Background: an optimization exercise with open tools, aiming at a short achievable clock period and few clock cycles. Do not read the settings as production practice. Function was checked by simulation only, so behaviour that the tests miss may differ from the original. Power figures rest on the tool's default switching activity, not on a simulated workload.

run A:
// cpu_wrapper
module cpu_wrapper(
    clk, rst, carry_in,
    imem_addr, imem_data,
    dmem_addr, dmem_we, dmem_wdata, dmem_rdata,
    io_out, halted
    );
Size in the first run: roughly 1300 cells after synthesis, roughly 160 flip-flops, ~11000 um^2 of cells after synthesis.
clock: 6.5 ns
lec_check: 0
abc_clock_period_in_ps: 2000
cap_margin: 20
core_margin: 2
core_utilization: 40
cts_cluster_size: 20
setup_slack_margin: 4.5
slew_margin: 20
standard.sh (not shown) runs the stock make flow with config.mk's settings and CLKGATE_MAP_FILE= SYNTH_SCRIPT=/design/flow/synth_recipe.tcl, a recipe that flattens the netlist after the stock synthesis.
==> flow/flow/run.sh <==
#!/bin/bash
# The standard layout (the standard.sh), with one change: synthesis leaves
# adders as plain gates for abc instead of mapping them onto the library's
# full/half adder cells (ADDER_MAP_FILE empty), which gives faster carry logic.
# Registers are the standard synthesis's: the adder step never touches them.
set -euo pipefail
bash standard.sh ADDER_MAP_FILE= finish > standard_finish.log 2>&1
Testbench counts of run A, summed over its fixed seeds: cycles 21,532.
Input-level comparison between run B and run A:
Settings: a deleted CTS_CLUSTER_SIZE that had been 20; a change of SETUP_SLACK_MARGIN from 4.5 to 4.4.
Notes after the runs:
In run B relative to run A, number of global-route vias before repair had gone down slightly.
Run A and run B ended up with roughly the same fraction of standard cell area that is sequential.
For the growth of design area from synthesis to finish, run B came in 0.76 points lower than run A did.
### run B -> run C
Settings: swapping 2000 for 2200 in ABC_CLOCK_PERIOD_IN_PS; swapping 4.4 for 4.2 in SETUP_SLACK_MARGIN.
==> run summary <==
Re height of the die: no difference whatsoever between run B and run C.
The number of instances in the placed design of run B and that of run C are within noise of each other.
Antenna cell count came out exactly the same in run C and run B.
Delta (run C minus run B): core utilization down 7.6 points, via count of the first global-routing pass saw a decrease, net total in the final layout has decreased, worst hold margin now larger.
## Diff of input files: run D against run C
Settings: swapping 4.2 for 4.3 in SETUP_SLACK_MARGIN; swapping 40 for 35 in CORE_UTILIZATION; putting PLACE_DENSITY_LB_ADDON at 0.2 where nothing was set.
### Flow results
Placement-stage cell area came out higher on run D than on run C. Core area: run D worse than run C. Re clock sink count: no difference whatsoever between run C and run D. met1 usage in global routing for run D is lower than for run C. Comparing run D and run C, the higher overall power after layout is on run D. Share of the clock period used by the worst path: run D and run C compared, higher one is run D. Comparing run D and run C, the higher post-route minimum period is on run D. Re sequential share of layout area: run D is 1.7 points down on run C. Setup slack: run D less than run C.

========
cpu_wrapper again, from the RTL that the note above started with.
export LEC_CHECK = 0
export ABC_CLOCK_PERIOD_IN_PS = 2000
export CAP_MARGIN = 20
export CORE_MARGIN = 2
export CORE_UTILIZATION = 45
export SETUP_SLACK_MARGIN = 4.4
export SLEW_MARGIN = 20
create_clock -name core_clock -period 6.5 [get_ports {clk}]
Scripts as last shown in full above: flow/flow/run.sh
The first run finished with timing, DRC and antenna clean.
Testbench counts at the start, summed over its fixed seeds: cycles 21,532.
Then changed:
==> flow/run.sh (new file) <==
#!/bin/bash
# synth_recipe.tcl (not shown) runs the flow's synth.tcl, then flattens the netlist and writes it again
# the make line also repeats each setting of config.mk as NAME=value (left out here)
make -C /OpenROAD-flow-scripts/flow DESIGN_CONFIG=/design/flow/config.mk WORK_HOME=/design/flow/orfs CLKGATE_MAP_FILE= SYNTH_SCRIPT=/design/flow/synth_recipe.tcl finish
Settings changed: ABC_CLOCK_PERIOD_IN_PS 2000 to 2200, CORE_UTILIZATION 45 to 40, SETUP_SLACK_MARGIN 4.4 to 4.2.
removed: flow/flow/run.sh
removed: flow/standard.sh
What happened: Count of clock-buffer cells in the layout is unchanged. Wire length falls by about 13%. Combinational power falls by about 24%. Design area falls by 12%. Cell count falls by about 13%. Synthesized cell count falls by 16%. Sequential power falls by about 9%. Power falls by 18%.
Then changed:
==> flow/flow/run.sh (new file) <==
#!/bin/bash
# The standard layout (the standard.sh), with one change: synthesis leaves
# adders as plain gates for abc instead of mapping them onto the library's
# full/half adder cells (ADDER_MAP_FILE empty), which gives faster carry logic.
# Registers are the standard synthesis's: the adder step never touches them.
set -euo pipefail
bash standard.sh ADDER_MAP_FILE= finish > standard_finish.log 2>&1
==> flow/standard.sh (new file) <==
#!/bin/bash
# synth_recipe.tcl (not shown) runs the flow's synth.tcl, then flattens the netlist and writes it again
# the make line also repeats each setting of config.mk as NAME=value (left out here)
make -C /OpenROAD-flow-scripts/flow DESIGN_CONFIG=/design/flow/config.mk WORK_HOME=/design/flow/orfs CLKGATE_MAP_FILE= SYNTH_SCRIPT=/design/flow/synth_recipe.tcl "${@:-finish}"
Settings changed: ABC_CLOCK_PERIOD_IN_PS 2200 to 1800, SETUP_SLACK_MARGIN 4.2 to 4.6.
removed: flow/run.sh
After rerunning: Routed wire length climbs by 15%. Total power climbs by 24%. Cell count climbs by 17%. Combinational power climbs by 36%. Global-route usage climbs by 1.6 points.

==> afterwards: timing with drivers on the ports <==
How much do the figures lean on ideal ports? The routed layouts below were timed once more, with nothing changed but the port constraints.
Step 1, drivers: a clkbuf_16 drives clk and a buf_2 each remaining input, both assumed.
Step 2, shift: input delay + t, output delay - t, t = (earliest + latest rising clock arrival at the registers) / 2. This alone moves slack from input paths to output paths.
Three values: ideal ports, drivers, drivers and shift; two values: the first two.
run | t (ns) | slack for setup (ns) | worst setup path after step 2 | worst data-port slew with drivers (ns)
run A | 0.488 | 4.105 / 4.105 / 3.617 | input to register | 0.07
run B | 0.494 | 4.070 / 4.091 / 3.597 | input to register | 0.07
run C | 0.484 | 4.055 / 4.056 / 3.572 | input to register | 0.06
run D | 0.483 | 4.007 / 4.011 / 3.527 | input to register | 0.07
the first run of note 2 | 0.474 | 4.052 / 4.045 / 3.570 | input to register | 0.07
the second run of note 2 | 0.480 | 3.849 / 3.849 / 3.627 | input to register | 0.06
the third run of note 2 | 0.485 | 3.996 / 4.019 / 3.534 | input to register | 0.07
After both steps setup and hold are still met in every run listed. The setup slack of run A, which loses most, moves by 0.000 ns with the drivers and by -0.488 ns with both steps.
